From an optimization exercise on the open Yosys and OpenROAD flow, aimed at small area, a short achievable clock period and few clock cycles per item; shortcuts taken in it are not production practice.
RTL that was checked went through simulation tests only; none was proved equivalent to the original.

==> inputs of run a <==
==> flow/design.v <==
module tiny_encryption_algorithm(
    input              clk,         
    input              rst_n,       
    input              key_valid,   
    input              ptxt_valid,  
    input      [63:0]  ptxt,        
    input      [127:0] key,         
    output     [63:0]  ctxt,        
    output reg         ctxt_ready   
);
localparam [31:0] DELTA   = 32'h9e3779b9;
localparam [31:0] SUM_END = 32'hc6ef3720;  
reg         busy;
reg         idle;    
reg         phase;   
reg [31:0]  sum;
reg [31:0]  a, b;
reg [127:0] k;
wire start = key_valid & ptxt_valid & ~busy;
wire last  = phase & (sum == SUM_END);
wire busy_next = busy ? ~last : start;
function automatic [31:0] add32(input [31:0] x, input [31:0] y);
    reg [31:0] p, gg, pp;
    integer l, i, j;
    begin
        p = x ^ y; gg = x & y; pp = p;
        for (l = 0; l < 5; l = l + 1)
            for (i = 31; i >= 0; i = i - 1)
                if ((i >> l) & 1) begin
                    j = ((i >> l) << l) - 1;
                    gg[i] = gg[i] | (pp[i] & gg[j]);
                    pp[i] = pp[i] & pp[j];
                end
        add32 = p ^ {gg[30:0], 1'b0};
    end
endfunction
function automatic [31:0] addgp(input [31:0] g, input [31:0] p);
    reg [31:0] c, g2, p2;
    reg [15:0] gg, pp;
    integer l, i, j;
    begin
        g2[0] = g[0]; p2[0] = p[0];
        for (i = 1; i < 32; i = i + 1) begin
            g2[i] = g[i] | (p[i] & g[i-1]);
            p2[i] = p[i] & p[i-1];
        end
        for (i = 0; i < 16; i = i + 1) begin
            gg[i] = g2[2*i+1]; pp[i] = p2[2*i+1];
        end
        for (l = 0; l < 4; l = l + 1)
            for (i = 15; i >= 0; i = i - 1)
                if ((i >> l) & 1) begin
                    j = ((i >> l) << l) - 1;
                    gg[i] = gg[i] | (pp[i] & gg[j]);
                    pp[i] = pp[i] & pp[j];
                end
        c[0] = 1'b0;
        c[1] = g[0];
        for (i = 1; i < 16; i = i + 1) begin
            c[2*i] = gg[i-1];
            c[2*i+1] = g2[2*i] | (p2[2*i] & gg[i-1]);
        end
        addgp = p ^ c;
    end
endfunction
wire [31:0] t0 = add32(b << 4, k[127:96]);
wire [31:0] t1 = add32(b, sum);
wire [31:0] t2 = add32(b >> 5, k[95:64]);
wire [31:0] f  = t0 ^ t1 ^ t2;
wire [31:0] fg = {32{busy}} & a & f;
wire [31:0] fp = ({32{busy}} & (a ^ t0 ^ t1 ^ t2)) | ({32{idle}} & ptxt[31:0]);
wire [31:0] b_next = addgp(fg, fp);
always @(posedge clk or negedge rst_n) begin
    if (!rst_n) begin
        busy       <= 1'b0;
        ctxt_ready <= 1'b0;
    end else begin
        busy <= busy_next;
        if (busy & last) ctxt_ready <= 1'b1;
        else if (start) ctxt_ready <= 1'b0;
    end
end
always @(posedge clk) begin
    idle <= ~busy_next;
    k <= ({128{busy}} & {k[63:0], k[127:64]}) | ({128{idle}} & key);
    if (busy | start) begin
        a <= ({32{busy}} & b) | ({32{idle}} & ptxt[63:32]);
        b <= b_next;
    end
    if (busy) begin
        phase <= ~phase;
        if (phase) sum <= add32(sum, DELTA);
    end else begin
        phase <= 1'b0;
        sum   <= DELTA;
    end
end
assign ctxt = {a, b};
endmodule
==> flow/flow/run.sh <==
#!/bin/bash
set -euo pipefail
args=()
while IFS= read -r line; do
  [[ -z "$line" || "$line" == \#* ]] && continue
  args+=("$line")
done < flow/make_vars.txt
bash standard.sh "${args[@]}" finish > standard_flow.log 2>&1
==> flow/flow/make_vars.txt <==
BUFFER_PORTS_ARGS=-buffer_cell sky130_fd_sc_hd__buf_1
CTS_ARGS=-sink_clustering_enable -repair_clock_nets -sink_clustering_size 12 -sink_clustering_max_diameter 60 -buf_list sky130_fd_sc_hd__clkbuf_8 -dont_use_dummy_load
SETUP_SLACK_MARGIN=5.5
==> flow/standard.sh <==
#!/bin/bash
# synth_recipe.tcl (not shown) runs the flow's synth.tcl, then flattens the netlist and writes it again
# the make line also repeats each setting of config.mk as NAME=value (left out here)
make -C /OpenROAD-flow-scripts/flow DESIGN_CONFIG=/design/flow/config.mk WORK_HOME=/design/flow/orfs CLKGATE_MAP_FILE= SYNTH_SCRIPT=/design/flow/synth_recipe.tcl "${@:-finish}"
==> flow/config.mk <==
export PLATFORM = sky130hd
export DESIGN_NAME = tiny_encryption_algorithm
export DESIGN_NICKNAME = tiny_encryption_algorithm
export VERILOG_FILES = /design/flow/design.v
export SDC_FILE = /design/flow/constraint.sdc
export NUM_CORES = 4
export LEC_CHECK = 0
export ABC_AREA = 1
export CAP_MARGIN = 20
export CORE_MARGIN = 2
export CORE_UTILIZATION = 40
export CTS_BUF_LIST = sky130_fd_sc_hd__clkbuf_8
export CTS_CLUSTER_DIAMETER = 60
export CTS_CLUSTER_SIZE = 12
export SETUP_SLACK_MARGIN = 5
export SLEW_MARGIN = 20
==> flow/constraint.sdc <==
create_clock -name core_clock -period 9.5 [get_ports {clk}]
set_input_delay 1.9000 -clock core_clock [delete_from_list [all_inputs] [get_ports {clk}]]
set_output_delay 1.9000 -clock core_clock [all_outputs]
set_load 0.01 [all_outputs]
==> run b (differences from run a) <==
==> flow/design.v (replaced) <==
module tiny_encryption_algorithm(
    input              clk,         
    input              rst_n,       
    input              key_valid,   
    input              ptxt_valid,  
    input      [63:0]  ptxt,        
    input      [127:0] key,         
    output     [63:0]  ctxt,        
    output reg         ctxt_ready   
);
localparam [31:0] DELTA   = 32'h9e3779b9;
localparam [31:0] SUM_END = 32'hc6ef3720;  
reg         load;    
reg         busy;
reg         idle;    
reg         hold;    
reg         phase;   
reg [31:0]  sum;
reg [31:0]  a, b;
reg [127:0] k;
wire start = key_valid & ptxt_valid & ~busy & ~load;
wire last  = phase & (sum == SUM_END);
function automatic [31:0] add32(input [31:0] x, input [31:0] y);
    reg [31:0] p, g, c;
    reg [31:0] g2, p2;    
    reg [15:0] gg, pp;    
    integer l, i, j;
    begin
        p = x ^ y; g = x & y;
        g2[0] = g[0]; p2[0] = p[0];
        for (i = 1; i < 32; i = i + 1) begin
            g2[i] = g[i] | (p[i] & g[i-1]);
            p2[i] = p[i] & p[i-1];
        end
        for (i = 0; i < 16; i = i + 1) begin
            gg[i] = g2[2*i+1]; pp[i] = p2[2*i+1];
        end
        for (l = 0; l < 4; l = l + 1)
            for (i = 15; i >= 0; i = i - 1)
                if ((i >> l) & 1) begin
                    j = ((i >> l) << l) - 1;
                    gg[i] = gg[i] | (pp[i] & gg[j]);
                    pp[i] = pp[i] & pp[j];
                end
        c[0] = 1'b0;
        c[1] = g[0];
        for (i = 1; i < 16; i = i + 1) begin
            c[2*i] = gg[i-1];
            c[2*i+1] = g2[2*i] | (p2[2*i] & gg[i-1]);
        end
        add32 = p ^ c;
    end
endfunction
wire [31:0] f  = add32(b << 4, k[127:96]) ^ add32(b, sum) ^ add32(b >> 5, k[95:64]);
wire [31:0] op = ({32{load}} & ptxt[31:0]) | ({32{busy}} & a) | ({32{hold}} & b);
wire [31:0] b_next = add32(op, f & {32{busy}});
always @(posedge clk or negedge rst_n) begin
    if (!rst_n) begin
        load       <= 1'b0;
        busy       <= 1'b0;
        ctxt_ready <= 1'b0;
    end else begin
        load <= start;
        busy <= busy_next;
        if (start) ctxt_ready <= 1'b0;
        else if (busy & last) ctxt_ready <= 1'b1;
    end
end
wire busy_next = load | (busy & ~last);
always @(posedge clk) begin
    idle <= ~busy_next;
    hold <= ~busy_next & ~start;
    b <= b_next;
    k <= ({128{busy}} & {k[63:0], k[127:64]}) | ({128{idle}} & key);
    if (busy | load) a <= ({32{busy}} & b) | ({32{load}} & ptxt[63:32]);
    if (busy) begin
        phase <= ~phase;
        if (phase) sum <= sum + DELTA;
    end else begin
        phase <= 1'b0;
        sum   <= DELTA;
    end
end
assign ctxt = {a, b};
endmodule
==> flow/flow/make_vars.txt (replaced) <==
BUFFER_PORTS_ARGS=-buffer_cell sky130_fd_sc_hd__buf_1
CTS_BUF_LIST = sky130_fd_sc_hd__clkbuf_4 sky130_fd_sc_hd__clkbuf_8   (was sky130_fd_sc_hd__clkbuf_8)
CTS_CLUSTER_DIAMETER = default   (was 60)
CTS_CLUSTER_SIZE = default   (was 12)
==> run c (differences from run a) <==
==> flow/design.v (replaced) <==
module tiny_encryption_algorithm(
    input              clk,         
    input              rst_n,       
    input              key_valid,   
    input              ptxt_valid,  
    input      [63:0]  ptxt,        
    input      [127:0] key,         
    output     [63:0]  ctxt,        
    output reg         ctxt_ready   
);
localparam [31:0] DELTA   = 32'h9e3779b9;
localparam [31:0] SUM_END = 32'hc6ef3720;  
reg         load;    
reg         busy;
reg         idle;    
reg         hold;    
reg         phase;   
reg [31:0]  sum;
reg [31:0]  a, b;
reg [127:0] k;
wire start = key_valid & ptxt_valid & ~busy & ~load;
wire last  = phase & (sum == SUM_END);
function automatic [31:0] add32(input [31:0] x, input [31:0] y);
    reg [31:0] p, gg, pp;
    integer l, i, j;
    begin
        p = x ^ y; gg = x & y; pp = p;
        for (l = 0; l < 5; l = l + 1)
            for (i = 31; i >= 0; i = i - 1)
                if ((i >> l) & 1) begin
                    j = ((i >> l) << l) - 1;
                    gg[i] = gg[i] | (pp[i] & gg[j]);
                    pp[i] = pp[i] & pp[j];
                end
        add32 = p ^ {gg[30:0], 1'b0};
    end
endfunction
wire [31:0] f  = add32(b << 4, k[127:96]) ^ add32(b, sum) ^ add32(b >> 5, k[95:64]);
wire [31:0] op = ({32{load}} & ptxt[31:0]) | ({32{busy}} & a) | ({32{hold}} & b);
wire [31:0] b_next = add32(op, f & {32{busy}});
always @(posedge clk or negedge rst_n) begin
    if (!rst_n) begin
        load       <= 1'b0;
        busy       <= 1'b0;
        ctxt_ready <= 1'b0;
    end else begin
        load <= start;
        busy <= busy_next;
        if (start) ctxt_ready <= 1'b0;
        else if (busy & last) ctxt_ready <= 1'b1;
    end
end
wire busy_next = load | (busy & ~last);
always @(posedge clk) begin
    idle <= ~busy_next;
    hold <= ~busy_next & ~start;
    b <= b_next;
    k <= ({128{busy}} & {k[63:0], k[127:64]}) | ({128{idle}} & key);
    if (busy | load) a <= ({32{busy}} & b) | ({32{load}} & ptxt[63:32]);
    if (busy) begin
        phase <= ~phase;
        if (phase) sum <= sum + DELTA;
    end else begin
        phase <= 1'b0;
        sum   <= DELTA;
    end
end
assign ctxt = {a, b};
endmodule
==> flow/flow/make_vars.txt (replaced) <==
BUFFER_PORTS_ARGS=-buffer_cell sky130_fd_sc_hd__buf_1
==> run d (differences from run a) <==
--- a/flow/design.v
+++ b/flow/design.v
@@ -22,8 +22,18 @@
 function automatic [31:0] add32(input [31:0] x, input [31:0] y);
-    reg [31:0] p, gg, pp;
+    reg [31:0] p, g, c;
+    reg [31:0] g2, p2;    
+    reg [15:0] gg, pp;    
     integer l, i, j;
     begin
-        p = x ^ y; gg = x & y; pp = p;
-        for (l = 0; l < 5; l = l + 1)
-            for (i = 31; i >= 0; i = i - 1)
+        p = x ^ y; g = x & y;
+        g2[0] = g[0]; p2[0] = p[0];
+        for (i = 1; i < 32; i = i + 1) begin
+            g2[i] = g[i] | (p[i] & g[i-1]);
+            p2[i] = p[i] & p[i-1];
+        end
+        for (i = 0; i < 16; i = i + 1) begin
+            gg[i] = g2[2*i+1]; pp[i] = p2[2*i+1];
+        end
+        for (l = 0; l < 4; l = l + 1)
+            for (i = 15; i >= 0; i = i - 1)
                 if ((i >> l) & 1) begin
@@ -33,6 +43,43 @@
                 end
-        add32 = p ^ {gg[30:0], 1'b0};
+        c[0] = 1'b0;
+        c[1] = g[0];
+        for (i = 1; i < 16; i = i + 1) begin
+            c[2*i] = gg[i-1];
+            c[2*i+1] = g2[2*i] | (p2[2*i] & gg[i-1]);
+        end
+        add32 = p ^ c;
     end
 endfunction
-function automatic [31:0] addgp(input [31:0] g, input [31:0] p);
+function automatic [31:0] cy32(input [31:0] x, input [31:0] y);
+    reg [31:0] p, g, c;
+    reg [31:0] g2, p2;    
+    reg [15:0] gg, pp;    
+    integer l, i, j;
+    begin
+        p = x ^ y; g = x & y;
+        g2[0] = g[0]; p2[0] = p[0];
+        for (i = 1; i < 32; i = i + 1) begin
+            g2[i] = g[i] | (p[i] & g[i-1]);
+            p2[i] = p[i] & p[i-1];
+        end
+        for (i = 0; i < 16; i = i + 1) begin
+            gg[i] = g2[2*i+1]; pp[i] = p2[2*i+1];
+        end
+        for (l = 0; l < 4; l = l + 1)
+            for (i = 15; i >= 0; i = i - 1)
+                if ((i >> l) & 1) begin
+                    j = ((i >> l) << l) - 1;
+                    gg[i] = gg[i] | (pp[i] & gg[j]);
+                    pp[i] = pp[i] & pp[j];
+                end
+        c[0] = 1'b0;
+        c[1] = g[0];
+        for (i = 1; i < 16; i = i + 1) begin
+            c[2*i] = gg[i-1];
+            c[2*i+1] = g2[2*i] | (p2[2*i] & gg[i-1]);
+        end
+        cy32 = c;
+    end
+endfunction
+function automatic [31:0] addgp(input [31:0] g, input [31:0] p, input [31:0] ps);
     reg [31:0] c, g2, p2;
@@ -62,12 +109,14 @@
         end
-        addgp = p ^ c;
+        addgp = ps ^ c;
     end
 endfunction
-wire [31:0] t0 = add32(b << 4, k[127:96]);
-wire [31:0] t1 = add32(b, sum);
-wire [31:0] t2 = add32(b >> 5, k[95:64]);
-wire [31:0] f  = t0 ^ t1 ^ t2;
-wire [31:0] fg = {32{busy}} & a & f;
-wire [31:0] fp = ({32{busy}} & (a ^ t0 ^ t1 ^ t2)) | ({32{idle}} & ptxt[31:0]);
-wire [31:0] b_next = addgp(fg, fp);
+wire [31:0] c0 = cy32(b << 4, k[127:96]);
+wire [31:0] c1 = cy32(b, sum);
+wire [31:0] c2 = cy32(b >> 5, k[95:64]);
+wire [31:0] pe = (b << 4) ^ k[127:96] ^ b ^ sum ^ (b >> 5) ^ k[95:64];
+wire [31:0] pf = (c0 ^ c1) ^ (c2 ^ (pe ^ a));     
+wire [31:0] fg = {32{busy}} & a & ~pf;
+wire [31:0] fp = pf;
+wire [31:0] fs = ({32{busy}} & pf) | ({32{idle}} & ptxt[31:0]);
+wire [31:0] b_next = addgp(fg, fp, fs);
 always @(posedge clk or negedge rst_n) begin
==> flow/flow/make_vars.txt (replaced) <==
BUFFER_PORTS_ARGS=-buffer_cell sky130_fd_sc_hd__buf_1
CTS_ARGS=-sink_clustering_enable -repair_clock_nets -sink_clustering_size 12 -sink_clustering_max_diameter 60 -buf_list sky130_fd_sc_hd__clkbuf_8 -dont_use_dummy_load
SETUP_SLACK_MARGIN=6.2
==> notes.md <==
- Run a finished with timing, DRC and antenna clean. Run c finished with timing, DRC and antenna clean. Run d produced a clean layout. Run b finished clean.
- Between run d and run c, the lower sequential share of layout area is in run d (gap 3.8 points).
- Critical path depth: run a is higher than run d (21).
- Against run d, the utilization of run c is lower by 4.4 points.
- The lowest non-clock buffer count belongs to run c, the highest to run d.
- Global-route usage: run d > run a > run b > run c.
- Between run a and run b, the lower count of clock-buffer cells in the layout is in run a (gap 33).
==> figures <==
item	run c	run d	run a	run b
Status	complete, no violations	complete, no violations	complete, no violations	complete, no violations
Largest stage delay on the critical path	0.38 ns	0.47 ns	0.64 ns	0.42 ns
Number of combinational gates with multiple inputs	1,312	1,625	1,545	1,304
Endpoint of the most critical setup path	b[25]$_DFF_P_	ctxt[3]	b[15]$_DFFE_PP_	b[27]$_DFF_P_
Distinct cells, synth	55	56	52	53
Cells after DPL	2,464	2,873	2,835	2,393
Share of cells above drive strength 1	7.174%	17.25%	11.23%	9.887%
Flip-flop and latch count after synthesis	230	228	228	230
Min-Delay Startpoint	k[42]$_DFF_P_	k[28]$_DFF_P_	k[44]$_DFF_P_	k[34]$_DFF_P_
Estimated wirelength of the detail-placed design	31.43 mm	36.66 mm	35.92 mm	30.36 mm
Cell area reported after detailed placement	15,580 um2	17,290 um2	16,990 um2	15,410 um2
Testbench counts of run d, summed over its fixed seeds: cycles 33,280, items 512.
No functional check of the RTL was part of run a, run b and run c.

-- port drivers added, routing unchanged --
The flow's constraints put no driver on any port. The routed layouts listed below were extracted and timed again, unchanged, in two steps. Step 1: set_driving_cell puts a clkbuf_16 on clk and a buf_2 on each other input, an assumption about the parent block. Step 2 moves the port delays by t, midway between the first and last clock arrival at a register: inputs arrive t later, outputs are due t later. That takes back most of the time a late clock gives input paths. Three values: no drivers, after step 1, after step 2; two values: the first two.
run | shift t [ns] | setup WS [ns] | worst setup path after step 2 | clock arrival spread, ns
run a | 0.654 | 5.368 / 5.368 / 5.170 | input to register | 0.069 / 0.068
run b | 0.607 | 5.240 / 5.240 / 5.004 | input to register | 0.028 / 0.028
run c | 0.663 | 5.211 / 5.211 / 5.057 | input to register | 0.028 / 0.029
run d | 0.651 | 6.089 / 6.037 / 6.038 | input to register | 0.077 / 0.077
After both steps setup and hold are still met in every run listed. The setup slack of run b, which loses most, moves by 0.000 ns with the drivers and by -0.236 ns with both steps.
